From an optimization exercise on the open Yosys and OpenROAD flow, aimed at small area; shortcuts taken in it are not production practice.
In this exercise RTL edits were held to simulation tests only and were not proved equivalent to the original.
No activity file was given, so power comes from the tool's default toggle rates.

`flow/design.v`:
```
module dirc_updater(
    input move,
    input [1:0] dirc,
    input [6:0] x, y,
    output [6:0] update_x, update_y
);
    wire up = dirc[0];
    wire [6:0] c = dirc[1] ? y : x;
    wire [7:0] t;
    assign t[0] = 1'b1;
    genvar i;
    generate for ( i = 0; i < 7; i = i + 1 ) begin : g_step
        assign t[i+1] = t[i] & ( c[i] ~^ up );
    end endgenerate
    wire at_edge = up ? ( c == 7'd74 ) : ( c == 7'd0 );
    wire [6:0] n = at_edge ? ( up ? 7'd0 : 7'd74 ) : ( c ^ t[6:0] );
    assign update_x = ( move & ~dirc[1] ) ? n : x;
    assign update_y = ( move & dirc[1] ) ? n : y;
endmodule
module waddr_gen(input [6:0] x, y, output [12:0] a);
    wire s0, c0;
    assign {c0, s0} = x[0] + y[0];
    wire s1, c1;
    assign {c1, s1} = x[1] + y[1] + y[0];
    wire s2, c2;
    assign {c2, s2} = c0 + s1;
    wire s3, c3;
    assign {c3, s3} = x[2] + y[2] + y[1];
    wire s4, c4;
    assign {c4, s4} = c1 + c2 + s3;
    wire s5, c5;
    assign {c5, s5} = x[3] + y[3] + y[2];
    wire s6, c6;
    assign {c6, s6} = y[0] + c3 + c4;
    wire s7, c7;
    assign {c7, s7} = s5 + s6;
    wire s8, c8;
    assign {c8, s8} = x[4] + y[4] + y[3];
    wire s9, c9;
    assign {c9, s9} = y[1] + c5 + c6;
    wire s10, c10;
    assign {c10, s10} = c7 + s8 + s9;
    wire s11, c11;
    assign {c11, s11} = x[5] + y[5] + y[4];
    wire s12, c12;
    assign {c12, s12} = y[2] + c8 + c9;
    wire s13, c13;
    assign {c13, s13} = c10 + s11 + s12;
    wire s14, c14;
    assign {c14, s14} = x[6] + y[6] + y[5];
    wire s15, c15;
    assign {c15, s15} = y[3] + y[0] + c11;
    wire s16, c16;
    assign {c16, s16} = c12 + c13 + s14;
    wire s17, c17;
    assign {c17, s17} = s15 + s16;
    wire s18, c18;
    assign {c18, s18} = y[6] + y[4] + y[1];
    wire s19, c19;
    assign {c19, s19} = c14 + c15 + c16;
    wire s20, c20;
    assign {c20, s20} = c17 + s18 + s19;
    wire s21, c21;
    assign {c21, s21} = y[5] + y[2] + c18;
    wire s22, c22;
    assign {c22, s22} = c19 + c20 + s21;
    wire s23, c23;
    assign {c23, s23} = y[6] + y[3] + c21;
    wire s24, c24;
    assign {c24, s24} = c22 + s23;
    wire s25, c25;
    assign {c25, s25} = y[4] + c23 + c24;
    wire s26, c26;
    assign {c26, s26} = y[5] + c25;
    wire s27, c27;
    assign {c27, s27} = y[6] + c26;
    assign a = {s27, s26, s25, s24, s22, s20, s17, s13, s10, s7, s4, s2, s0};
endmodule
module rand_core(
    input             clk,
    input             rstn,
    input             new_en,
    output reg [31:0] rand_code,
    output reg [6:0]  rand_x,      
    output reg [6:0]  rand_y       
);
parameter seed = 32'h3ecd12;
parameter feedback = 32'h280c97;
reg new_d;
wire feedback_item = ^( feedback & rand_code );
function [7:0] add7(input [6:0] a, input [6:0] b);
    integer i;
    reg c;
    begin
        c = 1'b0;
        for ( i = 0; i < 7; i = i + 1 ) begin
            add7[i] = a[i] ^ b[i] ^ c;
            c = ( a[i] & b[i] ) | ( c & ( a[i] ^ b[i] ) );
        end
        add7[7] = c;
    end
endfunction
function [6:0] next75(input [6:0] r, input b, input t);
    reg [6:0] k;
    reg [7:0] s;
    begin
        if ( r[0] == b )
            k = t ? ( ( r[6] | r[5] | r[4] | ( r[3] & r[2] & r[1] ) ) ? 7'd121 : 7'd68 ) : 7'd0;    
        else if ( b )
            k = t ? 7'd30 : 7'd37;    
        else
            k = t ? 7'd31 : 7'd38;    
        s = add7( { 1'b0, r[6:1] }, k );
        next75 = s[6:0];
    end
endfunction
always @( posedge clk ) begin
    if( !rstn )
        new_d <= 1'b0;
    else
        new_d <= new_en;
end
always @( posedge clk ) begin
    if( !rstn ) begin
        rand_code <= seed;
        rand_x <= 7'd62;     
        rand_y <= 7'd73;     
    end
    else if( ~new_d & new_en ) begin
        rand_code <= { feedback_item, rand_code[31:1] };
        rand_x <= next75( rand_x, rand_code[16], feedback_item );
        rand_y <= next75( rand_y, rand_code[0], rand_code[16] );
    end
end
endmodule
`timescale 1ns / 1ps
module play_core #(
    parameter time_per_step = 200,
    parameter time_per_food = 3,
    parameter total_food = 36,
    parameter food_a_color = 12'h48F,
    parameter food_b_color = 12'h00F,
    parameter WRITE_SNAKE = 2'b00,
    parameter UPDATE_SNAKE = 2'b01,
    parameter PAUSING = 2'b10,
    parameter GAME_OVER = 2'b11,
    parameter IDLE = 5'b00000,
    parameter DEL_TAILA = 5'b00001,
    parameter DEL_TAILB = 5'b00010,
    parameter PNT_TAILA = 5'b00011,
    parameter PNT_TAILB = 5'b00100,
    parameter PNT_HEADA = 5'b00101,
    parameter PNT_HEADB = 5'b00110,
    parameter JUG_EATA = 5'b00111,
    parameter JUG_EATB = 5'b01000,
    parameter CHANGE_DIRC_TAILA = 5'b01001,
    parameter CHANGE_DIRC_TAILB = 5'b01010,
    parameter EXT_TAILA = 5'b01011,
    parameter GET_INFO_TAILA = 5'b01100,
    parameter CHANGE_TO_TAILB = 5'b01101,
    parameter GET_INFO_TAILB = 5'b01110,
    parameter EXT_TAILB = 5'b01111,
    parameter SET_FOOD = 5'b10000,
    parameter GET_INFO_FOOD = 5'b10001,
    parameter JUG_FOOD_LOCTION = 5'b10010,
    parameter CHANGE_DIRC = 5'b10011,
    parameter LOCK_A = 5'b10100,
    parameter LOCK_B = 5'b10101,
    parameter LOCK = 5'b10110,
    parameter GROW_TAILB = 5'b10111
)(
    input clk,
    input rst,
    input play, pause,
    input [11:0] head_a_color, head_b_color,
    input [11:0] body_a_color, body_b_color,
    input BTNL_a, BTNR_a, BTNU_a, BTND_a,
    input BTNL_b, BTNR_b, BTNU_b, BTND_b,
    input [15:0] rdata,
    output reg [1:0] who_win,
    output reg over,
    output [31:0] len_a, len_b,
    output [2:0] food_time_out,
    output reg [5:0] food_count,
    output wire [12:0] waddr,
    output reg [15:0] wdata,
    output reg we
);
    reg [1:0] state;
    reg paint_a;
    reg [4:0] update_state;
    wire st_go = ( state == GAME_OVER );
    wire st_ws = ( state == WRITE_SNAKE );
    wire st_up = ( state == UPDATE_SNAKE );
    wire u_idle   = st_up & ( update_state == IDLE );
    wire u_dela   = st_up & ( update_state == DEL_TAILA );
    wire u_delb   = st_up & ( update_state == DEL_TAILB );
    wire u_pnta   = st_up & ( update_state == PNT_TAILA );
    wire u_pntb   = st_up & ( update_state == PNT_TAILB );
    wire u_hda    = st_up & ( update_state == PNT_HEADA );
    wire u_hdb    = st_up & ( update_state == PNT_HEADB );
    wire u_jea    = st_up & ( update_state == JUG_EATA );
    wire u_jeb    = st_up & ( update_state == JUG_EATB );
    wire u_cdta   = st_up & ( update_state == CHANGE_DIRC_TAILA );
    wire u_cdtb   = st_up & ( update_state == CHANGE_DIRC_TAILB );
    wire u_exta   = st_up & ( update_state == EXT_TAILA );
    wire u_gia    = st_up & ( update_state == GET_INFO_TAILA );
    wire u_cttb   = st_up & ( update_state == CHANGE_TO_TAILB );
    wire u_gib    = st_up & ( update_state == GET_INFO_TAILB );
    wire u_grb    = st_up & ( update_state == GROW_TAILB );
    wire u_extb   = st_up & ( update_state == EXT_TAILB );
    wire u_setf   = st_up & ( update_state == SET_FOOD );
    wire u_gif    = st_up & ( update_state == GET_INFO_FOOD );
    wire u_jfl    = st_up & ( update_state == JUG_FOOD_LOCTION );
    wire u_cd     = st_up & ( update_state == CHANGE_DIRC );
    wire u_locka  = st_up & ( update_state == LOCK_A );
    wire u_lockb  = st_up & ( update_state == LOCK_B );
    function [10:0] inc11(input [10:0] a);
        integer i;
        reg c;
        begin
            c = 1'b1;
            for ( i = 0; i < 11; i = i + 1 ) begin
                inc11[i] = a[i] ^ c;
                c = c & a[i];
            end
        end
    endfunction
    function [6:0] dec7(input [6:0] a);
        integer i;
        reg b;
        begin
            b = 1'b1;
            for ( i = 0; i < 7; i = i + 1 ) begin
                dec7[i] = a[i] ^ b;
                b = b & ~a[i];
            end
        end
    endfunction
    function [10:0] inc11e(input [10:0] a, input en);
        integer i;
        reg c;
        begin
            c = en;
            for ( i = 0; i < 11; i = i + 1 ) begin
                inc11e[i] = a[i] ^ c;
                c = c & a[i];
            end
        end
    endfunction
    function [6:0] dec7e(input [6:0] a, input en);
        integer i;
        reg b;
        begin
            b = en;
            for ( i = 0; i < 7; i = i + 1 ) begin
                dec7e[i] = a[i] ^ b;
                b = b & ~a[i];
            end
        end
    endfunction
    function [1:0] cmp11(input [10:0] a, input [10:0] b);
        integer i;
        reg lt, gt;
        begin
            lt = 1'b0; gt = 1'b0;
            for ( i = 0; i < 11; i = i + 1 ) begin
                lt = a[i] ? ( b[i] & lt ) : ( b[i] | lt );
                gt = a[i] ? ( ~b[i] | gt ) : ( ~b[i] & gt );
            end
            cmp11 = { ~lt & ~gt, lt };
        end
    endfunction
    reg s1, s2, s3;
    wire play_PS = s2 & (~s3);
    always@(posedge clk)begin
        if ( rst ) begin
            s1 <= 0;
            s2 <= 0;
            s3 <= 0;
        end
        else begin
            s1 <= play;
            s2 <= s1;
            s3 <= s2;
        end
    end
    wire start = st_go & play_PS;
    reg [31:0] time_count;
    reg [7:0] step_limit;        
    always @(*) begin
        case ( food_count )
            6'd0: step_limit = 8'd92;    6'd1: step_limit = 8'd95;
            6'd2: step_limit = 8'd98;    6'd3: step_limit = 8'd101;
            6'd4: step_limit = 8'd104;   6'd5: step_limit = 8'd107;
            6'd6: step_limit = 8'd110;   6'd7: step_limit = 8'd113;
            6'd8: step_limit = 8'd116;   6'd9: step_limit = 8'd119;
            6'd10: step_limit = 8'd122;  6'd11: step_limit = 8'd125;
            6'd12: step_limit = 8'd128;  6'd13: step_limit = 8'd131;
            6'd14: step_limit = 8'd134;  6'd15: step_limit = 8'd137;
            6'd16: step_limit = 8'd140;  6'd17: step_limit = 8'd143;
            6'd18: step_limit = 8'd146;  6'd19: step_limit = 8'd149;
            6'd20: step_limit = 8'd152;  6'd21: step_limit = 8'd155;
            6'd22: step_limit = 8'd158;  6'd23: step_limit = 8'd161;
            6'd24: step_limit = 8'd164;  6'd25: step_limit = 8'd167;
            6'd26: step_limit = 8'd170;  6'd27: step_limit = 8'd173;
            6'd28: step_limit = 8'd176;  6'd29: step_limit = 8'd179;
            6'd30: step_limit = 8'd182;  6'd31: step_limit = 8'd185;
            6'd32: step_limit = 8'd188;  6'd33: step_limit = 8'd191;
            6'd34: step_limit = 8'd194;  6'd35: step_limit = 8'd197;
            default: step_limit = 8'd200;
        endcase
    end
    wire expire = ( time_count[31:8] == 24'd0 ) && ( time_count[7:0] == step_limit );
    wire [31:0] tc_carry;
    assign tc_carry[0] = st_up;
    genvar gi;
    generate for ( gi = 1; gi < 32; gi = gi + 1 ) begin : g_tc
        assign tc_carry[gi] = tc_carry[gi-1] & time_count[gi-1];
    end endgenerate
    wire tc_clr = rst | st_go | st_ws;
    always @( posedge clk ) begin
        time_count[31:8] <= {24{~tc_clr}} & ( time_count[31:8] ^ tc_carry[31:8] );
        if ( tc_clr )
            time_count[7:0] <= 0;
        else if ( st_up & expire )
            time_count[7:0] <= 1;
        else
            time_count[7:0] <= time_count[7:0] ^ tc_carry[7:0];
    end
    reg eaten;
    reg [4:0] eat_a, eat_b;
    reg [2:0] ft_hi;
    reg [3:0] ft_lo;
    wire [6:0] food_time = { ft_hi, ft_lo };
    assign food_time_out = ft_hi;
    wire [31:0] rand_num;
    wire [6:0] rand_x, rand_y;
    rand_core rand_gen(
        clk, ~rst,
        time_count[1:0] == 2'b00,
        rand_num, rand_x, rand_y
    );
    reg [6:0] head_a_x, tail_a_x, head_b_x, tail_b_x, write_x;
    reg [6:0] head_a_y, tail_a_y, head_b_y, tail_b_y, write_y;
    reg [1:0] dirc_a, dirc_b;
    reg [1:0] tail_dirc_a, tail_dirc_b;
    wire kind_empty = ( rdata[1:0] == 2'b00 );
    wire grow_a = u_exta & ( eat_a != 0 ) & kind_empty;
    wire grow_b = u_extb & ( eat_b != 0 ) & kind_empty;
    wire end_a  = u_exta & ~( ( eat_a != 0 ) & kind_empty );
    wire end_b  = u_extb & ~( ( eat_b != 0 ) & kind_empty );
    wire place_food = u_setf & eaten & ( food_count != 0 );
    wire retry_food = u_jfl & ( rdata[1] | rdata[0] );
    wire ws_a_end = paint_a & ( write_y == 25 );
    wire ws_b_end = ~paint_a & ( write_y == 49 );
    wire ws_move = st_ws & ~ws_a_end & ~ws_b_end;
    wire p_ta = u_dela | u_jea | u_cdta | u_gia;
    wire p_tb = u_delb | u_jeb | u_cttb | u_grb;
    wire p_ha = u_pnta | u_hda;
    wire p_hb = u_pntb | u_hdb;
    wire p_w  = ~( p_ta | p_tb | p_ha | p_hb );
    wire [6:0] ptr_x = ( {7{p_ta}} & tail_a_x ) | ( {7{p_tb}} & tail_b_x ) |
                       ( {7{p_ha}} & head_a_x ) | ( {7{p_hb}} & head_b_x ) |
                       ( {7{p_w}} & write_x );
    wire [6:0] ptr_y = ( {7{p_ta}} & tail_a_y ) | ( {7{p_tb}} & tail_b_y ) |
                       ( {7{p_ha}} & head_a_y ) | ( {7{p_hb}} & head_b_y ) |
                       ( {7{p_w}} & write_y );
    reg [1:0] dirc;
    always @(*) begin
        if ( st_ws )
            dirc = { 1'b1, ~paint_a };        
        else if ( u_jea )
            dirc = tail_dirc_a;
        else if ( u_jeb )
            dirc = tail_dirc_b;
        else if ( u_cdta )
            dirc = { rdata[3], ~rdata[2] };
        else if ( u_cttb )
            dirc = { tail_dirc_b[1], ~tail_dirc_b[0] };
        else if ( u_hda )
            dirc = dirc_a;
        else if ( u_hdb )
            dirc = dirc_b;
        else
            dirc = { wdata[3], ~wdata[2] };
    end
    wire move_w = ws_move | u_hda | u_hdb | u_jea | u_jeb | u_cdta | u_cttb |
                  grow_a | grow_b;
    wire move = move_w | u_gia | u_grb;
    wire [6:0] uptr_x, uptr_y;
    dirc_updater updater( move, dirc, ptr_x, ptr_y, uptr_x, uptr_y );
    wire w_upd = move_w | u_dela | u_delb | u_pnta | u_pntb;
    wire w_rand = place_food | retry_food;
    always @( posedge clk ) begin
        if ( rst ) begin
            write_x <= 0; write_y <= 0;
        end
        else if ( start ) begin
            write_x <= 25; write_y <= 49;
        end
        else if ( st_ws & ws_a_end ) begin
            write_x <= 49; write_y <= 25;
        end
        else if ( w_upd ) begin
            write_x <= uptr_x; write_y <= uptr_y;
        end
        else if ( w_rand ) begin
            write_x <= rand_x; write_y <= rand_y;
        end
    end
    always @( posedge clk ) begin
        if ( start ) begin
            head_a_x <= 25; tail_a_x <= 25; head_b_x <= 49; tail_b_x <= 49;
            head_a_y <= 49; tail_a_y <= 25; head_b_y <= 25; tail_b_y <= 49;
        end
        else begin
            if ( u_jea | u_gia ) begin
                tail_a_x <= uptr_x; tail_a_y <= uptr_y;
            end
            if ( u_jeb | u_grb ) begin
                tail_b_x <= uptr_x; tail_b_y <= uptr_y;
            end
            if ( u_hda ) begin
                head_a_x <= uptr_x; head_a_y <= uptr_y;
            end
            if ( u_hdb ) begin
                head_b_x <= uptr_x; head_b_y <= uptr_y;
            end
        end
        if ( u_pnta ) tail_dirc_a <= rdata[3:2];
        if ( u_pntb | u_cdtb ) tail_dirc_b <= rdata[3:2];
    end
    waddr_gen addr( write_x, write_y, waddr );
    wire heads_meet = ( head_a_x == head_b_x ) && ( head_a_y == head_b_y );
    wire turn_a = dirc_a[1] ? ( BTNL_a | BTNR_a ) : ( BTNU_a | BTND_a );
    wire [1:0] new_dirc_a = dirc_a[1] ? { 1'b0, ~BTNL_a } : { 1'b1, ~BTNU_a };
    wire turn_b = dirc_b[1] ? ( BTNL_b | BTNR_b ) : ( BTNU_b | BTND_b );
    wire [1:0] new_dirc_b = dirc_b[1] ? { 1'b0, ~BTNL_b } : { 1'b1, ~BTNU_b };
    always @( posedge clk ) begin
        if ( start ) begin
            dirc_a <= 2'b11; dirc_b <= 2'b10;
        end
        else begin
            if ( ( u_cd | u_lockb ) & turn_a ) dirc_a <= new_dirc_a;
            if ( ( u_cd | u_locka ) & turn_b ) dirc_b <= new_dirc_b;
        end
    end
    wire [6:0] fc_dec = dec7e( { 1'b0, food_count }, place_food );
    wire ft_run = u_setf & ~eaten & ( food_count[1:0] == 2'b00 ) & ( food_time != 0 );
    wire [6:0] ft_dec = dec7e( food_time, ft_run );
    wire [6:0] ea_dec = dec7e( { 2'b0, eat_a }, grow_a );
    wire [6:0] eb_dec = dec7e( { 2'b0, eat_b }, grow_b );
    wire [1:0] len_rel = cmp11( len_a_r, len_b_r );
    wire [1:0] len_cmp = len_rel[1] ? 2'b11 : len_rel[0] ? 2'b01 : 2'b10;
    wire a_hit = ( rdata[1:0] == 2'b01 ) | ( rdata[1:0] == 2'b10 );
    wire food_end = u_setf & eaten & ( food_count == 0 );
    wire jeb_over = u_jeb & ( a_hit | who_win[0] );
    always @( posedge clk ) begin
        if ( rst )
            state <= GAME_OVER;
        else if ( start )
            state <= WRITE_SNAKE;
        else if ( st_ws & ws_b_end )
            state <= UPDATE_SNAKE;
        else if ( jeb_over | food_end )
            state <= GAME_OVER;
        else if ( pause & ( u_cd | u_locka ) )
            state <= PAUSING;
        else if ( ( state == PAUSING ) & play_PS )
            state <= UPDATE_SNAKE;
    end
    always @( posedge clk ) begin
        if ( start ) paint_a <= 1;
        else if ( st_ws & ws_a_end ) paint_a <= 0;
    end
    always @( posedge clk ) begin
        if ( st_go )
            update_state <= play_PS ? IDLE : LOCK;
        else if ( st_up ) begin
            if ( u_dela ) update_state <= DEL_TAILB;
            else if ( u_delb ) update_state <= PNT_TAILA;
            else if ( u_pnta ) update_state <= PNT_TAILB;
            else if ( u_pntb ) update_state <= PNT_HEADA;
            else if ( u_hda ) update_state <= PNT_HEADB;
            else if ( u_hdb ) update_state <= JUG_EATA;
            else if ( u_jea ) update_state <= JUG_EATB;
            else if ( u_jeb ) update_state <= CHANGE_DIRC_TAILA;
            else if ( u_cdta ) update_state <= CHANGE_DIRC_TAILB;
            else if ( u_cdtb ) update_state <= EXT_TAILA;
            else if ( grow_a ) update_state <= GET_INFO_TAILA;
            else if ( end_a ) update_state <= CHANGE_TO_TAILB;
            else if ( u_gia ) update_state <= EXT_TAILA;
            else if ( u_cttb ) update_state <= GET_INFO_TAILB;
            else if ( u_gib | u_grb ) update_state <= EXT_TAILB;
            else if ( grow_b ) update_state <= GROW_TAILB;
            else if ( end_b ) update_state <= SET_FOOD;
            else if ( place_food | retry_food ) update_state <= GET_INFO_FOOD;
            else if ( u_setf & ~eaten ) update_state <= CHANGE_DIRC;
            else if ( u_gif ) update_state <= JUG_FOOD_LOCTION;
            else if ( u_jfl ) update_state <= CHANGE_DIRC;
            else if ( u_cd & turn_b ) update_state <= LOCK_B;
            else if ( u_cd & turn_a ) update_state <= LOCK_A;
            else if ( ( u_locka & turn_b ) | ( u_lockb & turn_a ) ) update_state <= LOCK;
            else if ( expire ) update_state <= DEL_TAILA;
        end
    end
    always @( posedge clk ) begin
        if ( rst )
            we <= 0;
        else if ( start | u_dela | u_cdta | ( u_jfl & ~( rdata[1] | rdata[0] ) ) )
            we <= 1;
        else if ( st_go | ( st_ws & ws_b_end ) | u_idle | u_jea | place_food |
                  ( u_setf & ~eaten ) | u_cd )
            we <= 0;
    end
    wire wd_hac = start | u_hda;
    wire wd_hbc = ( st_ws & ws_a_end ) | u_hdb;
    wire wd_bac = ( st_ws & paint_a & ~ws_a_end ) | u_pnta;
    wire wd_bbc = ( st_ws & ~paint_a & ~ws_b_end ) | u_pntb | u_cttb;
    wire wd_rd  = u_cdta | end_a | end_b;
    wire wd_zero = u_dela | u_delb;
    wire wd_food = place_food;
    wire wd_hold = ~( wd_hac | wd_hbc | wd_bac | wd_bbc | wd_rd | wd_zero | wd_food );
    wire food_b = ( food_count[1:0] == 2'b01 );
    wire wd_a = wd_hac | wd_bac;
    wire wd_b = wd_hbc | wd_bbc;
    wire [1:0] wd_dir = start ? 2'b11 :
                        st_ws ? { 1'b1, paint_a & ~ws_a_end } :
                        u_cttb ? tail_dirc_b :
                        wd_a ? dirc_a : dirc_b;
    always @( posedge clk ) begin
        wdata[15:4] <= ( {12{wd_hac}} & head_a_color ) |
                       ( {12{wd_hbc}} & head_b_color ) |
                       ( {12{wd_bac}} & body_a_color ) |
                       ( {12{wd_bbc}} & body_b_color ) |
                       ( {12{wd_rd}} & rdata[15:4] ) |
                       ( {12{wd_food}} & ( food_b ? food_b_color : food_a_color ) ) |
                       ( {12{wd_hold}} & wdata[15:4] );
        wdata[3:2] <= ( {2{wd_a | wd_b}} & wd_dir ) |
                      ( {2{wd_rd}} & rdata[3:2] ) |
                      ( {2{wd_food}} & { 1'b0, food_b } ) |
                      ( {2{wd_hold}} & wdata[3:2] );
        wdata[1:0] <= ( {2{wd_rd}} & rdata[1:0] ) |
                      { wd_b | wd_food, wd_a | wd_food } |
                      ( {2{wd_hold}} & wdata[1:0] );
    end
    reg [10:0] len_a_r, len_b_r;
    assign len_a = { 21'd0, len_a_r };
    assign len_b = { 21'd0, len_b_r };
    always @( posedge clk ) begin
        if ( rst ) begin
            over <= 0;
            who_win <= 0;
            len_a_r <= 0; len_b_r <= 0;
            food_count <= 0;
            ft_hi <= 0;
        end
        else begin
            over <= jeb_over | food_end;
            if ( u_idle ) who_win <= 0;
            else if ( u_jea & a_hit ) who_win <= 2'b01;
            else if ( u_jeb & ( rdata[1:0] == 2'b01 ) )
                who_win <= ( who_win[0] | heads_meet ) ? len_cmp : 2'b10;
            else if ( u_jeb & ( rdata[1:0] == 2'b10 ) )
                who_win <= who_win[0] ? len_cmp : 2'b10;
            else if ( food_end ) who_win <= len_cmp;
            if ( start ) begin
                len_a_r <= 25; len_b_r <= 25;
            end
            else begin
                len_a_r <= inc11e( len_a_r, grow_a );
                len_b_r <= inc11e( len_b_r, grow_b );
            end
            if ( u_idle ) food_count <= total_food;
            else food_count <= fc_dec[5:0];
            if ( u_idle ) ft_hi <= 0;
            else if ( ( u_jea | u_jeb ) & ( rdata[2:0] == 3'b111 ) ) ft_hi <= 0;
            else if ( place_food ) ft_hi <= ( food_count[1:0] == 2'b01 ) ? 3'b111 : 3'b000;
            else ft_hi <= ft_dec[6:4];
        end
    end
    always @( posedge clk ) begin
        if ( u_idle ) ft_lo <= 0;
        else if ( ( u_jea | u_jeb ) & ( rdata[2:0] == 3'b111 ) ) ft_lo <= 0;
        else if ( place_food ) ft_lo <= ( food_count[1:0] == 2'b01 ) ? 4'b1111 : 4'b0000;
        else ft_lo <= ft_dec[3:0];
        if ( u_idle | place_food ) eaten <= u_idle;
        else if ( ( u_jea | u_jeb ) & ( rdata[1:0] == 2'b11 ) ) eaten <= 1;
        if ( u_jea )
            eat_a <= ( rdata[1:0] != 2'b11 ) ? 5'd0 :
                     rdata[2] ? { 1'b1, food_time[6:3] } : 5'd16;
        else eat_a <= ea_dec[4:0];
        if ( u_jeb )
            eat_b <= ( rdata[1:0] != 2'b11 ) ? 5'd0 :
                     rdata[2] ? { 1'b1, food_time[6:3] } : 5'd16;
        else eat_b <= eb_dec[4:0];
    end
endmodule
```
`flow/flow/run.sh`:
```
#!/bin/bash
# The standard layout (standard.sh) with these changes to how it is made:
#  - synthesis is synth_recipe.tcl with flow/synth_extra.tcl added: ABC maps
#    the logic with flow/abc.script, and full/half-adder cells are used
#    only for the board address adder; the registers and their names are
#    the same as the standard synthesis's
#  - no Kogge-Stone carry unit (the SYNTH_OPERATIONS_ARGS default)
#  - the port buffers that global placement adds are buf_1 cells
# Each tool's full output is in standard.log and in orfs/logs/.
set -euo pipefail
{
    head -n 1 synth_recipe.tcl
    cat flow/synth_extra.tcl
    tail -n +2 synth_recipe.tcl
} > my_synth.tcl
export SNAKE_ABC_SCRIPT="$PWD/flow/abc.script"
bash standard.sh \
    SYNTH_OPERATIONS_ARGS=-noshare \
    "BUFFER_PORTS_ARGS=-buffer_cell sky130_fd_sc_hd__buf_1" \
    SYNTH_SCRIPT="$PWD/my_synth.tcl" \
    finish > standard.log 2>&1
```
`flow/flow/abc.script`:
```
strash
ifraig
scorr
dc2
dretime
strash
&get -n
&dch -f
&nf -R 1000
&put
```
`flow/flow/synth_extra.tcl`:
```
# Additions to synth_recipe.tcl, defined before it sources the flow's
# synth.tcl. They change only how the logic is mapped to cells; the
# registers and their names stay those of the standard synthesis.

# Technology mapping with flow/abc.script (area-oriented mapping with
# ABC's &nf) instead of the flow's abc_area / abc_speed script, which
# sizes and buffers cells for a delay target: the -script and -D arguments
# of the flow's abc call are replaced.
proc abc {args} {
  set out {}
  set skip 0
  foreach a $args {
    if { $skip } { set skip 0; continue }
    if { $a eq "-script" || $a eq "-D" } { set skip 1; continue }
    lappend out $a
  }
  yosys abc -script $::env(SNAKE_ABC_SCRIPT) {*}$out
}

# Full/half-adder cells only for the board address adder: the fan-in cone
# of waddr back to the registers. Elsewhere ABC maps the arithmetic.
proc extract_fa {args} {
  yosys extract_fa {*}$args {w:waddr} {%ci*:-[C,D,E,R]}
}
```
`flow/standard.sh`:
```
#!/bin/bash
# synth_recipe.tcl (not shown) runs the flow's synth.tcl, then flattens the netlist and writes it again
# the make line also repeats each setting of config.mk as NAME=value (left out here)
make -C /OpenROAD-flow-scripts/flow DESIGN_CONFIG=/design/flow/config.mk WORK_HOME=/design/flow/orfs CLKGATE_MAP_FILE= SYNTH_SCRIPT=/design/flow/synth_recipe.tcl "${@:-finish}"
```
`flow/config.mk`:
```
export PLATFORM = sky130hd
export DESIGN_NAME = play_core
export DESIGN_NICKNAME = play_core
export VERILOG_FILES = /design/flow/design.v
export SDC_FILE = /design/flow/constraint.sdc
export NUM_CORES = 4
export LEC_CHECK = 0
export ABC_AREA = 1
export CAP_MARGIN = 0
export CORE_MARGIN = 2
export CORE_UTILIZATION = 60
export CTS_BUF_LIST = sky130_fd_sc_hd__clkbuf_8
export CTS_CLUSTER_DIAMETER = 100
export CTS_CLUSTER_SIZE = 15
export PLACE_DENSITY = 0.75
export SLEW_MARGIN = 0
```
`flow/constraint.sdc`:
```
create_clock -name core_clock -period 12.0 [get_ports {clk}]
set_input_delay 2.4000 -clock core_clock [delete_from_list [all_inputs] [get_ports {clk}]]
set_output_delay 2.4000 -clock core_clock [all_outputs]
set_load 0.01 [all_outputs]
```
==> key figures, run 1 <==
Outcome
  – Status: no timing/DRC/antenna violations

Critical path
  – Worst reg2reg path depth: 19
  – Critical Path Fanout Max: 7
  – CP Data Arrival Time: approximately 6800 ps
  – CP Capture Type: primary output
  – Reg2reg setup slack: 5580 ps
  – Reg2reg end: write_y[6]$_SDFFE_PP0P_
  – Reg2reg start: state[0]$_SDFFE_PP1P_
  – Data required time of the worst path: approximately 9600 ps
  – CP Class: reg2out
  – CP startpoint kind: flop

Placed design
  – DP HPWL: between 20 and 25 mm
  – Dpl cell area: about 13000 sq um
  – GP Congestion: around 1
  – Placed Cells: around 1.9k
  – Port Buf Inserts: around 140
  – Pre-CTS WS: approximately 3300 ps

Final layout
  – Cell area after layout: 13000 sq um
  – Ant diodes: 0
  – Area growth syn-to-layout: 8.93%
  – Post-layout util: about two thirds
  – Layout cells sized above 1: approximately 2.3%
  – Layout Nets: roughly 1.7k
  – Layout Cells excl Fill: between 1.5k and 2k

Synthesis
  – Number of synthesized flops with an enable pin: 10
  – Yosys warns: 2
  – Xor-xnor portion of the synthesized cell area: under 10%
  – Synth area leaders: dfxtp_1, a21oi_1, nand2_1, o21ai_0, nor2_1
  – Post-synthesis adder-cell area fraction: under 10%
  – Main combinational cell family by area after synthesis: compound AO/OA/AOI/OAI gates
  – Simple-gate share of the synthesized area: about 22%
  – Post-synthesis sequential area ratio: about two fifths
  – Area share of the largest cell type after synthesis: approximately 37%
  – Compound-Gate Fraction of Synth Area: between 20% and 30%
  – Most common cell in the netlist: nand2_1
  – Top cells by instance count after synthesis: nand2_1, dfxtp_1, a21oi_1
  – Syn_area_per_cell: 8.19 sq um
  – Post-Syn Area: about 12000 sq um
  – Top_reg_cell synth: dfxtp_1
  – Synth Register Bits: 234
  – Library cells used by synthesis: around 60
  – Area leader, netlist: dfxtp_1
  – Syn Inst Count: 1462
  – Proportion of synthesized area in mux cells: a little over 1%
  – Async SR Flop Fraction: 0%

Die
  – Cell row count: between 50 and 60
  – Die Wd: about 150 um
  – Top Ports: between 150 and 200
  – Core area: around 20000 sq um
  – Total die area: around 21000 sq um
  – Chip Height: between 100 and 150 um
  – Initial Util: between 60% and 70%

Clocking
  – Clk root buf: clkbuf_8
  – TritonCTS clock tree: built
  – Worst-Skew Late Latency: ~540 ps
  – Clock transition at the registers of the reported paths: 90 ps
  – Num CTS Buffers: 19
  – Clk sinks: 234
  – CTS H-tree lvls: 1
  – Post-CTS Resized: 0
  – Number of hold buffers added after cts: 0
  – CTS max path bufs: 3
  – Setup Fix Bufs, Post-CTS: 0

STA
  – Hold slack: ~440 ps
  – Tcrit/Tclk final: 76.5%
  – Final Hold Fails: 0
  – Achievable frequency: 0.109 GHz
  – Final min period: around 9200 ps
  – Worst slew pin tran: 1050 ps
  – Max-slew violations: 0
  – Setup_tns: 0 ps
  – RSZ-0062 raised after global routing: no
  – Final setup fails: 0
  – Slew margin rel.: between 20% and 30%
  – Final Skew: 20.3 ps
  – Final worst slack: ~2800 ps

Hold path
  – Worst Hold Class: reg2reg
  – Hold Path End: wdata[6]$_DFF_P_
  – Worst hold path cell count: 2
  – Min-delay src: wdata[6]$_DFF_P_

Power
  – Total power: roughly 1.8 mW
  – Leakage Power: between 5 and 6 nW
  – Max IR drop VDD: 0.111 mV
  – Power Density: about 140 nW/um^2

Detailed routing
  – WL final: between 30 and 40 mm
  – DR DRC count: 0
  – DRC marker count from the first detailed-route iteration: between 1k and 1.5k
  – Post-DRT Antenna Nets: 0
  – Vias: approximately 12k
  – DR pass1 iterations: 6
  – Vias per cell: between 6 and 7
  – Routed len/inst: approximately 18 um

Global route
  – Vias in the first global route: 10.4k
  – First-pass GRT wire length: between 50 and 60 mm
  – Total GRT Usage: between 30% and 40%
  – Initial antenna violation count: 0
  – GRT Residual Overflow: 0
  – Largest net degree at the start of global routing: 72

Flow run
  – Number of max-cap violations: 0
worst max-delay path: stages (launching register included):
cell and delay, ps:
dfxtp_1 440, fa_1 560, ha_1 160, fa_1 160, clkinv_1 80, fa_1 460
fa_1 550, clkinv_1 80, fa_1 450, fa_1 420, fa_1 400, fa_1 520
fa_1 450, fa_1 380, ha_1 210, fa_1 430, ha_1 220, xor2_1 120
buf_1 160
worst max path at each step:
stage                                  startpoint  slack, ps   endpoint  depth (start not counted)
after detailed placement  write_y[1]$_SDFFE_PP0P_       3340  waddr[12]                         18
after global routing      write_y[1]$_SDFFE_PP0P_       2520  waddr[12]                         18
after global placement    write_y[1]$_SDFFE_PP0P_       3450  waddr[12]                         18
after CTS                 write_y[1]$_SDFFE_PP0P_       2760  waddr[12]                         18
final                     write_y[1]$_SDFFE_PP0P_       2810  waddr[12]                         18
after floorplan           write_y[1]$_SDFFE_PP0P_       3640  waddr[12]                         17
cells by family (layout without fill, tap and decap cells):
| kind of cell | Yosys count | after routing |
|---|---|---|
| and+or+nand+nor | 578 | 578 |
| AOI/OAI and AO/OA | 454 | 454 |
| DFF | 234 | 234 |
| buffers and inverters | 84 | 214 |
| xor gates and xnor gates | 70 | 70 |
| adders and majority gates | 29 | 29 |
| muxes | 12 | 12 |
| other | 1 | 42 |
per-layer routing:
metal | GRT usage [%] | routed length, um
met5 | 0 | 0
met3 | 5.88 | 3450
met2 | 47.8 | 14900
met1 | 43.6 | 14400
met4 | 7.25 | 626
state kept, by name, summed over array words and instances, names as in the netlist, 11 cells and up:
name / flops
wdata: 16
len_b_r: 11
time_count: 32
rand_gen.rand_code: 32
len_a_r: 11
layout by cell type (no fill, tap or decap), drive strengths merged, types with 6 or more instances in the layout:
master	instances
nand4	9
o21ai	126
edfxtp	10
mux2i	11
conb	42
nor3	49
or3	8
xor2	33
nor2b	21
a31oi	15
or4	7
buf	150
a221o	15
and3	27
a211oi	11
fa	21
a21oi	174
or2	8
a222oi	20
dfxtp	224
clkinv	40
nand2b	27
ha	6
nor2	117
a22oi	28
o211ai	15
nor4	20
xnor2	37
a221oi	11
clkbuf	20
nand2	230
and2	23
nand3	24
area by class of cell:
type                    count  area (sq um)
clock buffers              19           262
clock inverters             5          23.8
fillers                  1734          6490
inverters                  39           146
multi-input cells        1185          6880
flip-flops and latches    234          4780
well taps                 265           332
repair buffers            151           613
report_power, final:
group / switching [mW] / total [mW] / internal, mW / leakage [nW]
sequential: 0.0818 / 0.946 / 0.864 / 1.92
clock: 0.259 / 0.405 / 0.146 / 0.162
combinational: 0.299 / 0.490 / 0.191 / 3.02
total: 0.639 / 1.84 / 1.20 / 5.11
==> run 2, diff against run 1 <==
--- a/flow/config.mk
+++ b/flow/config.mk
@@ -8,3 +8,3 @@
 export ABC_AREA = 1
-export CAP_MARGIN = 0
+export CAP_MARGIN = 20
 export CORE_MARGIN = 2
@@ -15,2 +15,2 @@
 export PLACE_DENSITY = 0.75
-export SLEW_MARGIN = 0
+export SLEW_MARGIN = 20
==> key figures, run 2 <==
Outcome
  – Status: no timing/DRC/antenna violations

STA
  – Setup_tns: 0 ps
  – Tcrit/Tclk final: 76.5%
  – Final min period: between 9000 and 10000 ps
  – Max-slew violations: 0
  – Worst slew pin tran: a little under 1000 ps
  – Slew margin rel.: about 34%
  – Hold slack: roughly 440 ps
  – RSZ-0062 raised after global routing: no
  – Final Skew: between 20 and 30 ps
  – Achievable frequency: about 0.11 GHz
  – Final setup fails: 0
  – Final Hold Fails: 0

Detailed routing
  – Post-DRT Antenna Nets: 0
  – Vias: approximately 12k
  – DR pass1 iterations: 9
  – WL final: ~33 mm
  – Vias per cell: roughly 6.1
  – DRC marker count from the first detailed-route iteration: 1046
  – DR DRC count: 0
  – Routed len/inst: ~18 um

Global route
  – Largest net degree at the start of global routing: around 70
  – GRT Residual Overflow: 0
  – First-pass GRT wire length: 53.4 mm
  – Initial antenna violation count: 0
  – Vias in the first global route: just over 10k
  – Total GRT Usage: between 30% and 40%

Clocking
  – Worst-Skew Late Latency: about 540 ps
  – TritonCTS clock tree: built
  – Clk root buf: clkbuf_8
  – CTS max path bufs: 3
  – CTS H-tree lvls: 1
  – Number of hold buffers added after cts: 0
  – Num CTS Buffers: 19
  – Clock transition at the registers of the reported paths: ~90 ps
  – Clk sinks: 234
  – Post-CTS Resized: 0
  – Setup Fix Bufs, Post-CTS: 0

Synthesis
  – Syn_area_per_cell: 8.19 sq um
  – Area share of the largest cell type after synthesis: a little under two fifths
  – Synth area leaders: dfxtp_1, a21oi_1, nand2_1, o21ai_0, nor2_1
  – Top cells by instance count after synthesis: nand2_1, dfxtp_1, a21oi_1
  – Library cells used by synthesis: 61
  – Number of synthesized flops with an enable pin: 10
  – Synth Register Bits: roughly 230
  – Post-Syn Area: 12000 sq um
  – Syn Inst Count: between 1k and 1.5k
  – Post-synthesis sequential area ratio: between 30% and 40%
  – Yosys warns: 2
  – Area leader, netlist: dfxtp_1
  – Top_reg_cell synth: dfxtp_1
  – Async SR Flop Fraction: 0%
  – Most common cell in the netlist: nand2_1

Power
  – Power Density: between 100 and 150 nW/um^2
  – Max IR drop VDD: about 0.11 mV
  – Leakage Power: 5.11 nW

Final layout
  – Post-layout util: between 60% and 70%
  – Commonest non-fill, non-tap cell in the layout: nand2_1
  – Area growth syn-to-layout: 8.95%
  – Layout cells sized above 1: under 10%
  – Largest registers: rand_gen.rand_code (32), time_count (32), wdata (16)
  – Commonest non-fill, non-tap cells in the layout: nand2_1, dfxtp_1, a21oi_1
  – Layout Nets: between 1.5k and 2k
  – Ant diodes: 0
  – Cell area after layout: roughly 13000 sq um

Placed design
  – Port Buf Inserts: 139
  – GP Congestion: about 0.99
  – DP HPWL: approximately 24 mm
  – Dpl cell area: 12800 sq um

Critical path
  – CP Data Arrival Time: between 6000 and 7000 ps
  – CP startpoint kind: flop
  – CP Capture Type: primary output
  – Data required time of the worst path: 9600 ps
  – Critical Path Fanout Max: 7
  – CP Class: reg2out

Flow run
  – Number of max-cap violations: 0

Hold path
  – Worst Hold Class: reg2reg

Die
  – Total die area: around 21000 sq um
  – Initial Util: between 60% and 70%
  – Cell row count: 51
  – Die Wd: between 100 and 150 um
  – Top Ports: ~180
  – Core area: 19500 sq um
  – Chip Height: approximately 150 um
## run 2: changes by cell type in the layout (fill, tap and decap cells not counted)
cell | before | now
nor2_1 | 117 | 116
nor2_2 | 0 | 1
## run 2: stage by stage
| step | power [mW] | instances | worst slack, ps |
|---|---|---|---|
| after floorplan | 1.31 | 1503 | 3640 |
| after global placement | 1.43 | 1874 | 3450 |
| after detailed placement | 1.44 | 1874 | 3340 |
| after CTS | 1.83 | 1898 | 2760 |
| after global routing | 1.94 | 1898 | 2520 |
| final | 1.84 | 1898 | 2810 |
## run 2: layout make-up
type	count	area, sq um
clock buffers	19	262
clock inverters	5	23.8
fillers	1735	6490
inverters	39	146
multi-input cells	1185	6880
flip-flops and latches	234	4780
well taps	265	332
repair buffers	151	613
## run 2: final timing paths
path                                               from                      end  slack, ps  cells past startpoint
worst max-delay path            write_y[1]$_SDFFE_PP0P_                waddr[12]       2810                     18
worst min-delay path                   wdata[6]$_DFF_P_         wdata[6]$_DFF_P_        440                      2
worst max register to register    state[0]$_SDFFE_PP1P_  write_y[6]$_SDFFE_PP0P_       5530                     19
worst min register to register         wdata[6]$_DFF_P_         wdata[6]$_DFF_P_        440                      2
## run 2: power breakdown
part	total (mW)	switching (mW)	internal, mW
logic	0.489	0.298	0.191
registers	0.945	0.0817	0.864
clock network	0.404	0.258	0.146
total	1.84	0.638	1.20
## run 2: worst max-delay path, stage by stage (launching register included)
cell and delay (ps):
dfxtp_1 440, fa_1 560, ha_1 160, fa_1 160, clkinv_1 80, fa_1 460
fa_1 550, clkinv_1 80, fa_1 450, fa_1 420, fa_1 400, fa_1 520
fa_1 450, fa_1 380, ha_1 210, fa_1 430, ha_1 220, xor2_1 120
buf_1 160
## run 2: cell families after synthesis
group	after synthesis	synth area share [%]
adders and majority gates	29	4.31
other	1	0.0313
DFF	234	40.0
muxes	12	1.01
and+or+nand+nor	578	22.4
xor gates and xnor gates	70	5.12
AOI/OAI and AO/OA	454	23.1
buffers and inverters	84	4.05
## run 2: metal layers
metal	track usage (%)	share of wire, %	vias to the layer above
li1	-	-	5574
met1	43.6	43	5370
met2	47.8	45	529
met3	5.88	9.7	60
met4	7.25	2.1	0
met5	0	0	-
==> run 3, diff against run 2 <==
==> flow/flow/abc.script (replaced) <==
strash
&get -n
&deepsyn -T 60 -S 1
&put
strash
&get -n
&dch -f
&nf -R 1000
&put
--- a/flow/flow/synth_extra.tcl
+++ b/flow/flow/synth_extra.tcl
@@ -4,4 +4,4 @@
 
-# Technology mapping with flow/abc.script (area-oriented mapping with
-# ABC's &nf) instead of the flow's abc_area / abc_speed script, which
+# Technology mapping with flow/abc.script (ABC's &deepsyn logic
+# optimization for up to 60 s, then area-oriented mapping with &nf) instead of the flow's abc_area / abc_speed script, which
 # sizes and buffers cells for a delay target: the -script and -D arguments
==> key figures, run 3 <==
Final layout
  – Commonest non-fill, non-tap cell in the layout: dfxtp_1
  – Area of the multi-input gates: between 6000 and 7000 sq um
  – Layout cells sized above 1: 3.03%
  – Largest registers: rand_gen.rand_code (32), time_count (32), wdata (16)
  – Area growth syn-to-layout: 9.63%
  – Commonest non-fill, non-tap cells in the layout: dfxtp_1, nand2_1, buf_1
  – Layout Cells excl Fill: 1751
  – Layout Nets: about 1.6k
  – Ant diodes: 0
  – # fillers: 1652
  – Storage element area: 4780 sq um

Die
  – Top Ports: ~180
  – Core area: 18800 sq um
  – Die Wd: between 100 and 150 um
  – Total die area: approximately 20000 sq um
  – Initial Util: 61.4%
  – Chip Height: roughly 140 um
  – Cell row count: 50

Critical path
  – Worst reg2reg path depth: 21
  – Reg2reg setup slack: between 5000 and 6000 ps
  – CP Data Arrival Time: slightly below 7000 ps
  – Critical Path Fanout Max: 7
  – CP Capture Type: primary output
  – Reg2reg end: write_y[4]$_SDFFE_PP0P_
  – Reg2reg start: state[1]$_SDFFE_PP1P_
  – CP Class: reg2out
  – Data required time of the worst path: roughly 9600 ps
  – CP startpoint kind: flop

Synthesis
  – Most common cell in the netlist: dfxtp_1
  – Xor-xnor portion of the synthesized cell area: between 4 and 5%
  – Number of synthesized flops with an enable pin: 10
  – Post-Syn Area: 11500 sq um
  – Post-synthesis adder-cell area fraction: under 10%
  – Area leader, netlist: dfxtp_1
  – Async SR Flop Fraction: 0%
  – Top_reg_cell synth: dfxtp_1
  – Proportion of synthesized area in mux cells: 0.902%
  – Syn_area_per_cell: 8.63 sq um
  – Post-synthesis sequential area ratio: between 40% and 50%
  – Main combinational cell family by area after synthesis: compound AO/OA/AOI/OAI gates
  – Simple-gate share of the synthesized area: 20.7%
  – Area share of the largest cell type after synthesis: just under 40%
  – Library cells used by synthesis: between 50 and 60
  – Synth Register Bits: 234
  – Top cells by instance count after synthesis: dfxtp_1, nand2_1, nor2_1
  – Compound-Gate Fraction of Synth Area: a little under a quarter
  – Synth area leaders: dfxtp_1, nand2_1, nor2_1, a21oi_1, fa_1
  – Yosys warns: 2
  – Syn Inst Count: around 1.3k

Clocking
  – CTS max path bufs: 3
  – CTS H-tree lvls: 1
  – Number of hold buffers added after cts: 0
  – Setup Fix Bufs, Post-CTS: 0
  – Clock transition at the registers of the reported paths: approximately 100 ps
  – Post-CTS Resized: 0
  – Worst-Skew Late Latency: 560 ps
  – Num CTS Buffers: 19
  – Clk sinks: roughly 230
  – TritonCTS clock tree: built
  – Clk root buf: clkbuf_8

Power
  – Leakage Power: 4.79 nW
  – Power Density: around 140 nW/um^2
  – Max IR drop VDD: roughly 0.12 mV

Detailed routing
  – DR DRC count: 0
  – Met1 wire length: about 13 mm
  – WL final: about 31 mm
  – Post-DRT Antenna Nets: 0
  – DR WL met3: about 3.2 mm
  – DR pass1 iterations: 6
  – Vias: roughly 11k
  – Met2 wire len: roughly 14 mm
  – Max layer used: met4
  – Routed len/inst: roughly 18 um
  – Vias per cell: 6.24
  – DRC marker count from the first detailed-route iteration: 1198

STA
  – Final min period: 9210 ps
  – Final Hold Fails: 0
  – Final worst slack: about 2800 ps
  – Tcrit/Tclk final: between 70% and 80%
  – Worst slew pin tran: 1110 ps
  – Max-slew violations: 0
  – Slew margin rel.: 25.3%
  – Setup_tns: 0 ps
  – Final setup fails: 0
  – Hold slack: 441 ps
  – Achievable frequency: about 0.11 GHz
  – RSZ-0062 raised after global routing: no
  – Final Skew: roughly 56 ps

Global route
  – Initial antenna violation count: 0
  – Largest net degree at the start of global routing: 32
  – First-pass GRT wire length: ~50 mm
  – Vias in the first global route: ~10k
  – Total GRT Usage: a little under a third
  – GRT Residual Overflow: 0

Placed design
  – Pre-CTS WS: 3320 ps
  – DP HPWL: roughly 23 mm
  – Port Buf Inserts: 139
  – GP Congestion: 0.974
  – Placed Cells: about 1.7k

Outcome
  – Status: no timing/DRC/antenna violations

Flow run
  – Number of max-cap violations: 0

Hold path
  – Worst hold path cell count: 2
  – Min-delay src: wdata[1]$_DFF_P_
  – Worst Hold Class: reg2reg
  – Hold Path End: wdata[1]$_DFF_P_
## run 3: cell count changes after synthesis, sizes merged, moves of 15 or more
cell / change
a22oi: -15
a22o: +35
nand2: -66
nor3: +16
o22a: +32
o22ai: +17
o21ai: -44
clkinv: +20
a21oi: -83
## run 3: worst max-delay path, cell delays in order, from the launching register on
cell and delay, ps:
dfxtp_1 430, fa_1 550, ha_1 170, fa_1 180, clkinv_1 80, fa_1 450, fa_1 550, clkinv_1 90
fa_1 450, fa_1 420, fa_1 420, fa_1 520, fa_1 440, fa_1 370, ha_1 210, fa_1 420
ha_1 210, xor2_1 130, buf_1 160
## run 3: logic make-up after synthesis
family | count (synthesis)
flip-flops | 234
multiplexers | 10
AND/OR/NAND/NOR | 515
buffers and inverters | 104
XOR/XNOR | 57
AO/OA/AOI/OAI | 387
other | 1
adder cells (fa/ha/maj) | 27
## run 3: routing by layer
metal	vias to the layer above	track usage, %
met1	5154	41.6
li1	5201	-
met5	-	0
met3	55	6.09
met2	514	48.4
met4	0	8.60
## run 3: area by class of cell
type | instances | area share [%]
clock buffers | 19 | 2.07
multi-input cells | 1038 | 50.3
inverters | 59 | 1.75
repair buffers | 160 | 5.36
flip-flops and latches | 234 | 37.9
clock inverters | 7 | 0.278
well taps | 234 | 2.32
## run 3: how the worst max path moves through the flow
stage                                       start   endpoint  slack, ps  depth (start not counted)
after floorplan           write_y[1]$_SDFFE_PP0P_  waddr[12]       3640                         17
after global placement    write_y[1]$_SDFFE_PP0P_  waddr[12]       3480                         18
final                     write_y[1]$_SDFFE_PP0P_  waddr[12]       2790                         18
after CTS                 write_y[1]$_SDFFE_PP0P_  waddr[12]       2720                         18
after global routing      write_y[1]$_SDFFE_PP0P_  waddr[12]       2490                         18
after detailed placement  write_y[1]$_SDFFE_PP0P_  waddr[12]       3320                         18
## run 3: stage by stage
stage,total power [mW],area (sq um),utilization (%)
after CTS,1.77,12600,67.2
after floorplan,1.26,11700,-
after global routing,1.87,12600,67.3
final,1.77,12600,67.3
after detailed placement,1.37,12300,65.6
after global placement,1.36,12300,65.6
## run 3: power breakdown
| group | switching [mW] | leakage [nW] | internal (mW) |
|---|---|---|---|
| clock | 0.258 | 0.168 | 0.147 |
| sequential | 0.0774 | 1.92 | 0.857 |
| combinational | 0.254 | 2.70 | 0.174 |
==> run 4, diff against run 3 <==
--- a/flow/flow/synth_extra.tcl
+++ b/flow/flow/synth_extra.tcl
@@ -5,5 +5,6 @@
 # Technology mapping with flow/abc.script (ABC's &deepsyn logic
-# optimization for up to 60 s, then area-oriented mapping with &nf) instead of the flow's abc_area / abc_speed script, which
-# sizes and buffers cells for a delay target: the -script and -D arguments
-# of the flow's abc call are replaced.
+# optimization for up to 60 s, then area-oriented mapping with &nf)
+# instead of the flow's abc_area / abc_speed script, which sizes and
+# buffers cells for a delay target: the -script and -D arguments of the
+# flow's abc call are replaced.
 proc abc {args} {
--- a/flow/config.mk
+++ b/flow/config.mk
@@ -12,4 +12,4 @@
 export CTS_BUF_LIST = sky130_fd_sc_hd__clkbuf_8
-export CTS_CLUSTER_DIAMETER = 100
-export CTS_CLUSTER_SIZE = 15
+export CTS_CLUSTER_DIAMETER = 80
+export CTS_CLUSTER_SIZE = 12
 export PLACE_DENSITY = 0.75
==> key figures, run 4 <==
Outcome
  – Status: no timing/DRC/antenna violations

Global route
  – Vias in the first global route: 9963
  – GRT Residual Overflow: 0
  – First-pass GRT wire length: 50.0 mm
  – Largest net degree at the start of global routing: 32
  – Initial antenna violation count: 0
  – Total GRT Usage: about 30%

STA
  – Tcrit/Tclk final: 76.9%
  – Max-slew violations: 0
  – RSZ-0062 raised after global routing: no
  – Hold slack: around 440 ps
  – Final setup fails: 0
  – Setup_tns: 0 ps
  – Final Hold Fails: 0
  – Slew margin rel.: between 20% and 30%
  – Achievable frequency: approximately 0.11 GHz
  – Final min period: slightly above 9000 ps
  – Final Skew: about 32 ps
  – Worst slew pin tran: about 1100 ps

Die
  – Cell row count: 50
  – Die Wd: between 100 and 150 um
  – Initial Util: between 60 and 70%
  – Core area: 18800 sq um
  – Top Ports: between 150 and 200
  – Chip Height: between 100 and 150 um
  – Total die area: 20300 sq um

Clocking
  – Clk root buf: clkbuf_8
  – Clk sinks: between 200 and 250
  – Setup Fix Bufs, Post-CTS: 0
  – Number of hold buffers added after cts: 0
  – CTS max path bufs: 3
  – Clock transition at the registers of the reported paths: ~80 ps
  – Worst-Skew Late Latency: between 500 and 600 ps
  – Post-CTS Resized: 0
  – TritonCTS clock tree: built
  – CTS H-tree lvls: 1
  – Num CTS Buffers: 23

Synthesis
  – Post-synthesis sequential area ratio: around two fifths
  – Syn Inst Count: around 1.3k
  – Library cells used by synthesis: between 50 and 60
  – Compound-Gate Fraction of Synth Area: between 20% and 30%
  – Area leader, netlist: dfxtp_1
  – Syn_area_per_cell: 8.63 sq um
  – Top cells by instance count after synthesis: dfxtp_1, nand2_1, nor2_1
  – Async SR Flop Fraction: 0%
  – Main combinational cell family by area after synthesis: compound AO/OA/AOI/OAI gates
  – Synth area leaders: dfxtp_1, nand2_1, nor2_1, a21oi_1, fa_1
  – Yosys warns: 2
  – Post-Syn Area: about 12000 sq um
  – Number of synthesized flops with an enable pin: 10
  – Most common cell in the netlist: dfxtp_1
  – Synth Register Bits: between 200 and 250
  – Area share of the largest cell type after synthesis: between 30% and 40%
  – Top_reg_cell synth: dfxtp_1
  – Post-synthesis adder-cell area fraction: 4.30%
  – Xor-xnor portion of the synthesized cell area: roughly 4.3%
  – Simple-gate share of the synthesized area: 20.7%
  – Proportion of synthesized area in mux cells: 0.902%

Detailed routing
  – Routed len/inst: about 18 um
  – DR pass1 iterations: 7
  – Post-DRT Antenna Nets: 0
  – WL final: about 32 mm
  – DRC marker count from the first detailed-route iteration: about 1.1k
  – Vias: 11.0k
  – DR DRC count: 0
  – Vias per cell: roughly 6.2

Power
  – Power Density: around 140 nW/um^2
  – Share of power burned in combinational logic: about a quarter
  – Sw Ratio: between 30% and 40%
  – Total power: roughly 1.8 mW
  – Cell Int Power: roughly 1.2 mW
  – Clk pwr share: about a quarter
  – Register share of total power: about half
  – Max IR drop VDD: ~0.12 mV
  – Leakage Power: about 4.8 nW
  – Net Sw Power: about 600 uW

Critical path
  – Reg2reg setup slack: 5630 ps
  – Data required time of the worst path: 9600 ps
  – Worst reg2reg path depth: 21
  – Critical-path cell with the highest stage delay: fa_1
  – CP top delay family: adder cells
  – CP Cell Sequence: fa_1 -> ha_1 -> fa_1 -> clkinv_1 -> fa_1 -> fa_1 -> clkinv_1 -> fa_1 -> fa_1 -> fa_1 -> fa_1 -> fa_1 -> fa_1 -> ha_1 -> fa_1 -> ha_1 -> xor2_1 -> buf_1
  – Reg2reg end: write_y[4]$_SDFFE_PP0P_
  – Reg2reg start: state[1]$_SDFFE_PP1P_
  – CP Data Arrival Time: around 6800 ps
  – Crit-path max cell delay: 550 ps
  – Most used cell, CP: fa_1
  – CP Class: reg2out
  – CP startpoint kind: flop
  – Crit path buf inv count: 3
  – CP Capture Type: primary output
  – Critical Path Fanout Max: 7

Final layout
  – Largest registers: rand_gen.rand_code (32), time_count (32), wdata (16)
  – Layout cells sized above 1: 3.29%
  – Area of the multi-input gates: ~6400 sq um
  – Commonest non-fill, non-tap cells in the layout: dfxtp_1, nand2_1, buf_1
  – # fillers: ~1.7k
  – Commonest non-fill, non-tap cell in the layout: dfxtp_1
  – Layout Nets: 1619
  – Storage element area: ~4800 sq um
  – Area growth syn-to-layout: 10.1%
  – Ant diodes: 0

Placed design
  – Port Buf Inserts: ~140
  – GP Congestion: 0.974
  – DP HPWL: 22.8 mm

Hold path
  – Worst Hold Class: reg2reg
  – Min-delay src: wdata[1]$_DFF_P_
  – Worst hold path cell count: 2
  – Hold Path End: wdata[1]$_DFF_P_

Flow run
  – Number of max-cap violations: 0
## run 4: cell types whose count changed in the layout (fill, tap and decap cells not counted)
cell	change
inv_8	+1
clkbuf_8	+4
clkinvlp_4	-1
## run 4: area by class of cell
cell class | instances | share of cell area [%]
Tap cell | 234 | 2.31
Multi-Input combinational cell | 1038 | 50.1
Inverter | 59 | 1.75
Clock inverter | 7 | 0.306
Clock buffer | 23 | 2.50
Sequential cell | 234 | 37.7
Timing Repair Buffer | 160 | 5.34
## run 4: worst register-to-register path: cells and delay by family (launching register included)
| family | cells | cell delay (ps) |
|---|---|---|
| AND/OR/NAND/NOR | 14 | 2870 |
| AO/OA/AOI/OAI | 4 | 2030 |
| flip-flops | 1 | 530 |
| buffers and inverters | 2 | 490 |
| multiplexers | 1 | 360 |
## run 4: power groups by stage
stage | registers, mW | clock network [mW] | logic [mW]
after global routing | 0.944 | 0.484 | 0.480
after CTS | 0.931 | 0.454 | 0.424
after floorplan | 0.937 | 0 | 0.320
after global placement | 0.947 | 0 | 0.413
final | 0.934 | 0.444 | 0.428
after detailed placement | 0.949 | 0 | 0.421
## run 4: metrics by stage
step	instances	setup WS (ps)	instance area, sq um	util (%)
after floorplan	1376	3640	11700	-
after global placement	1723	3480	12300	65.6
after detailed placement	1723	3320	12300	65.6
after CTS	1753	2690	12700	67.5
after global routing	1755	2460	12700	67.6
final	1755	2770	12700	67.6
## run 4: kinds of logic after synthesis
| family | Yosys count |
|---|---|
| adder cells (fa/ha/maj) | 27 |
| buffers and inverters | 104 |
| AO/OA/AOI/OAI | 387 |
| flip-flops | 234 |
| other | 1 |
| AND/OR/NAND/NOR | 515 |
| XOR/XNOR | 57 |
| multiplexers | 10 |
## run 4: worst max-delay path by stage
stage,start,endpoint,cells past startpoint
2_1_floorplan,write_y[1]$_SDFFE_PP0P_,waddr[12],17
3_3_place_gp,write_y[1]$_SDFFE_PP0P_,waddr[12],18
3_5_place_dp,write_y[1]$_SDFFE_PP0P_,waddr[12],18
4_1_cts,write_y[1]$_SDFFE_PP0P_,waddr[12],18
5_1_grt,write_y[1]$_SDFFE_PP0P_,waddr[12],18
6_report,write_y[1]$_SDFFE_PP0P_,waddr[12],18
## run 4: per-layer routing
metal / part of all wire, % / track usage (%) / vias to the layer above
met5: 0 / 0 / -
met4: 2.2 / 8.18 / 0
met3: 9.6 / 6.73 / 55
met2: 46 / 48.4 / 507
met1: 43 / 41.5 / 5196
li1: - / - / 5204

==> port drivers added, routing unchanged <==
Ports are ideal in the flow. The routed layouts listed here were re-timed in OpenROAD.
Step 1, drivers: a clkbuf_16 drives clk and a buf_2 each remaining input, both assumed.
Step 2 also shifts input and output timing later by t, the mid clock arrival at the registers, as if the neighbouring blocks saw the same clock.
a / b / c = no drivers / after step 1 / after step 2; a / b = the first two.
| run | t, ns | slack for setup (ns) | worst setup path at the end |
|---|---|---|---|
| run 1 | 0.573 | 2.815 / 2.771 / 3.344 | register to output |
| run 2 | 0.574 | 2.815 / 2.771 / 3.345 | register to output |
| run 3 | 0.574 | 2.788 / 2.746 / 3.320 | register to output |
| run 4 | 0.593 | 2.773 / 2.732 / 3.325 | register to output |
After both steps setup and hold are still met in every run listed.
